From an optimization exercise on the open Yosys and OpenROAD flow, aimed at small area; shortcuts taken in it are not production practice.

## run P
// rf_top
module rf_top(clk, reset, rot_a, rot_b, bits, line1, line2);
clock: 7.5 ns
lec_check: 0
abc_area: 1
cap_margin: 20
core_margin: 2
core_utilization: 40
cts_cluster_diameter: 100
cts_cluster_size: 22
slew_margin: 20
run.sh (not shown) runs the stock make flow with config.mk's settings and CLKGATE_MAP_FILE= SYNTH_SCRIPT=/design/flow/synth_recipe.tcl, a recipe that flattens the netlist after the stock synthesis.
diff inputs: run P => run X
- CTS_CLUSTER_SIZE changed from 22 to 14
- CTS_CLUSTER_DIAMETER changed from 100 to 80
- CTS_BUF_LIST newly set to sky130_fd_sc_hd__clkbuf_8
### Flow results
The global-route usage reported for run X is greater than that of run P by 0.19 points. When run X is set beside run P, its clock buffer and inverter area fraction after layout turns out to be 0.28 points smaller. Status: fraction of met2 tracks used by global routing parity (run X, run P).
No run of this note included a check of the RTL's function; only the layout flow was run.

The RTL this note starts from:
==> flow/design.v <==
module full_adder(a, b, c, s, cout);
        input a, b, c;
        output s, cout;
        assign s = a ^ b ^ c;
        assign cout = (a & b) | (b & c) | (c & a);
endmodule
module sixteen_arithmetic(A, B, op, cin, R, cout);
        input [7:0] A;
        input [7:0] B;
        input op, cin;
        output [7:0] R;
        output cout;
        wire [8:0] C;
        assign C[0] = cin;
        assign cout = C[8];
        genvar i;
        generate
                for (i = 0; i < 8; i = i + 1) begin : g_fa
                        full_adder F(A[i], B[i] ^ op, C[i], R[i], C[i+1]);
                end
        endgenerate
endmodule
module left_shift(A, shift, R);
        input [15:0] A;
        input [3:0] shift;
        output [15:0] R;
        assign R = A << shift;
endmodule
module detector(clk, rot_a, rot_b, rot);
        input clk, rot_a, rot_b;
        output rot;
        reg rot;
        always @(posedge clk) begin
                if (rot_a & rot_b)
                        rot <= 1'b1;
                else if (~rot_a & ~rot_b)
                        rot <= 1'b0;
        end
endmodule
module rf_interface(bits, clk, rot, reset, line1, line2);
        input [3:0] bits;
        input clk, rot, reset;
        output [15:0] line1;
        output [15:0] line2;
        reg [15:0] line1;
        reg [15:0] line2;
        reg prev;
        reg par;
        reg stp1;
        reg c8;
        reg xp, dp, rg;
        reg [3:0] cnt;
        reg [2:0] cmd;
        reg [4:0] fa;
        reg [4:0] ga;
        reg [4:0] ha;
        reg [15:0] d;
        wire step = rot & ~prev;
        wire c0 = (cmd == 3'd0);
        wire c2 = (cmd == 3'd2);
        wire c3 = (cmd == 3'd3);
        wire c4 = (cmd == 3'd4);
        wire c56 = (cmd == 3'd5) | (cmd == 3'd6);
        wire c7 = (cmd == 3'd7);
        reg [3:0] ecnt;
        always @(*) begin
                case (cmd)
                        3'd0: ecnt = 4'd7;
                        3'd1: ecnt = 4'd3;
                        3'd2: ecnt = 4'd5;
                        3'd3: ecnt = 4'd9;
                        3'd4: ecnt = 4'd11;
                        3'd7: ecnt = 4'd6;
                        default: ecnt = 4'd7;
                endcase
        end
        wire idle = (cnt == 4'd0);
        wire [3:0] cnt1 = cnt + 4'd1;
        wire exec = xp;
        wire disp = dp;
        wire sw = (ga == ha);           
        wire aw = (fa == ha);           
        wire [4:0] raddr = rg ? ga : fa;
        wire rg_next = (c2 & (cnt1 == 4'd6)) | (c56 & (cnt1 >= 4'd6)) |
                       (c4 & (((cnt1 == 4'd11) & sw) | ((cnt1 == 4'd12) & ~sw)));
        wire [31:0] rsel = 32'd1 << raddr;
        wire [15:0] raw [0:31];
        wire [15:0] rraw;
        genvar k, j;
        generate
                for (j = 0; j < 16; j = j + 1) begin : g_rd
                        wire [10:0] n;
                        for (k = 0; k < 10; k = k + 1) begin : g_t
                                rd3 U(rsel[3*k], raw[3*k][j], rsel[3*k+1], raw[3*k+1][j],
                                      rsel[3*k+2], raw[3*k+2][j], n[k]);
                        end
                        rd2 V(rsel[30], raw[30][j], rsel[31], raw[31][j], n[10]);
                        assign rraw[j] = ~&n;
                end
        endgenerate
        wire [15:0] rdata = rraw ^ {16{par}};
        wire sub = ~cmd[0];
        wire [7:0] sum_lo;
        wire [7:0] sum_hi;
        wire cout_lo, cout_hi;
        wire [15:0] shl;
        sixteen_arithmetic S0(d[7:0], rdata[7:0], sub, sub, sum_lo, cout_lo);
        sixteen_arithmetic S1(d[15:8], rdata[15:8], sub, c8, sum_hi, cout_hi);
        left_shift LEFT(d, ha[3:0], shl);
        wire [15:0] res = c7 ? shl : d;
        wire ld_r = c56 ? (cnt == 4'd5) : exec;
        wire add_hi = c56 & (cnt == 4'd6);
        wire hold_d = c56 & exec;
        wire we = step & ~reset & ((exec & (c0 | c3 | c4)) | (disp & (c56 | c7)));
        wire [4:0] waddr = c0 ? fa : ((c3 | c7) ? ga : ha);
        wire [31:0] wsel = {32{we}} & (32'd1 << waddr);
        wire [15:0] wcol = res ^ {16{par}};
        genvar r, b;
        generate
                for (r = 0; r < 32; r = r + 1) begin : g_row
                        reg [15:0] q;
                        wire [15:0] nxt;
                        for (b = 0; b < 16; b = b + 1) begin : g_bit
                                rf_bit U(q[b], wsel[r], ~wsel[r], wcol[b], nxt[b]);
                        end
                        always @(posedge clk)
                                q <= nxt;
                        assign raw[r] = q;
                end
        endgenerate
        wire l1addr = ~(c2 | c4);
        wire [4:0] l1a = (c56 ? ha : (c7 ? ga : fa));
        wire l1r = c4 & sw & ~aw;
        wire l2r = c0 | c2 | (c4 & ~sw);
        always @(posedge clk) begin
                prev <= rot;
                par <= ~par;
                stp1 <= step;
                if (reset) begin
                        cnt <= 4'd0;
                        xp <= 1'b0;
                        dp <= 1'b0;
                end else if (step) begin
                        if (idle) begin
                                cmd <= bits[2:0];
                                cnt <= 4'd1;
                        end else if (disp)
                                cnt <= 4'd0;
                        else
                                cnt <= cnt1;
                        xp <= ~idle & ~disp & (cnt1 == ecnt);
                        dp <= exec;
                end
                if (step)
                        rg <= rg_next;
                if (step) begin
                        if (cnt == 4'd1) fa[3:0] <= bits;
                        if (cnt == 4'd2) fa[4] <= bits[0];
                        if (cnt == 4'd3) ga[3:0] <= bits;
                        if (cnt == 4'd4) ga[4] <= bits[0];
                        if (cnt == 4'd5) ha[3:0] <= bits;
                        if (cnt == 4'd6) ha[4] <= bits[0];
                        if (ld_r)
                                d <= rdata;
                        else if (add_hi)
                                d[15:8] <= sum_hi;
                        else if (~hold_d)
                                d <= {bits, d[15:4]};
                end else if (stp1 & c56 & (cnt == 4'd6)) begin
                        d[7:0] <= sum_lo;
                        c8 <= cout_lo;
                end
                if (step & ~reset & disp) begin
                        line1 <= l1addr ? {11'b0, l1a} : (l1r ? rdata : d);
                        line2 <= l2r ? rdata : res;
                end
        end
endmodule
module rd3(a1, b1, a2, b2, a3, b3, y);
        input a1, b1, a2, b2, a3, b3;
        output y;
        assign y = ~((a1 & b1) | (a2 & b2) | (a3 & b3));
endmodule
module rd2(a1, b1, a2, b2, y);
        input a1, b1, a2, b2;
        output y;
        assign y = ~((a1 & b1) | (a2 & b2));
endmodule
module rf_bit(q, sel, nsel, c, y);
        input q, sel, nsel, c;
        output y;
        assign y = ~((q | sel) & (nsel | c));
endmodule
module rf_top(clk, reset, rot_a, rot_b, bits, line1, line2);
        input clk, reset, rot_a, rot_b;
        input [3:0] bits;
        output [15:0] line1;
        output [15:0] line2;
        wire rot;
        detector D0(clk, rot_a, rot_b, rot);
        rf_interface I0(bits, clk, rot, reset, line1, line2);
endmodule
Settings: LEC_CHECK=0, CAP_MARGIN=0, CORE_MARGIN=2, CORE_UTILIZATION=40, CTS_CLUSTER_DIAMETER=100, CTS_CLUSTER_SIZE=26, GPL_TIMING_DRIVEN=0, SLEW_MARGIN=0, SYNTH_HIERARCHICAL=1; clock period 7.5 ns.
Then changed:
CAP_MARGIN = 20   (was 0)
GPL_TIMING_DRIVEN = default   (was 0)
SLEW_MARGIN = 20   (was 0)
The changed run ran to the end with no violations.
Utilization drops by 0.83 points.
Worst setup slack improved by 180 ps.
Routed wire length drops by 2.6%.
Die area does not change.
Critical path depth climbs by 2.
Function was not checked in any run of this note: the RTL went through the layout flow alone.

## afterwards: timing with drivers on the ports
Ports are ideal in the flow. The routed layouts listed here were re-timed in OpenROAD. Step 1: set_driving_cell puts a clkbuf_16 on clk and a buf_2 on each other input, an assumption about the parent block. Step 2 times the ports against the registers' clock, not the clock port: input delays grow and output delays shrink by t, the midpoint of the rising clock arrivals with the driver on. Slacks: ideal / step 1 / step 2; pairs: ideal / step 1.
run	t (ns)	slack for setup (ns)	worst setup path at the end
run P	0.700	0.502 / 0.502 / 0.502	register to register
run X	0.728	0.545 / 0.545 / 0.545	register to register
the first run of note 2	0.677	0.158 / 0.158 / 0.158	register to register
the second run of note 2	0.653	0.336 / 0.336 / 0.336	register to register
After both steps every run listed still meets setup and hold.
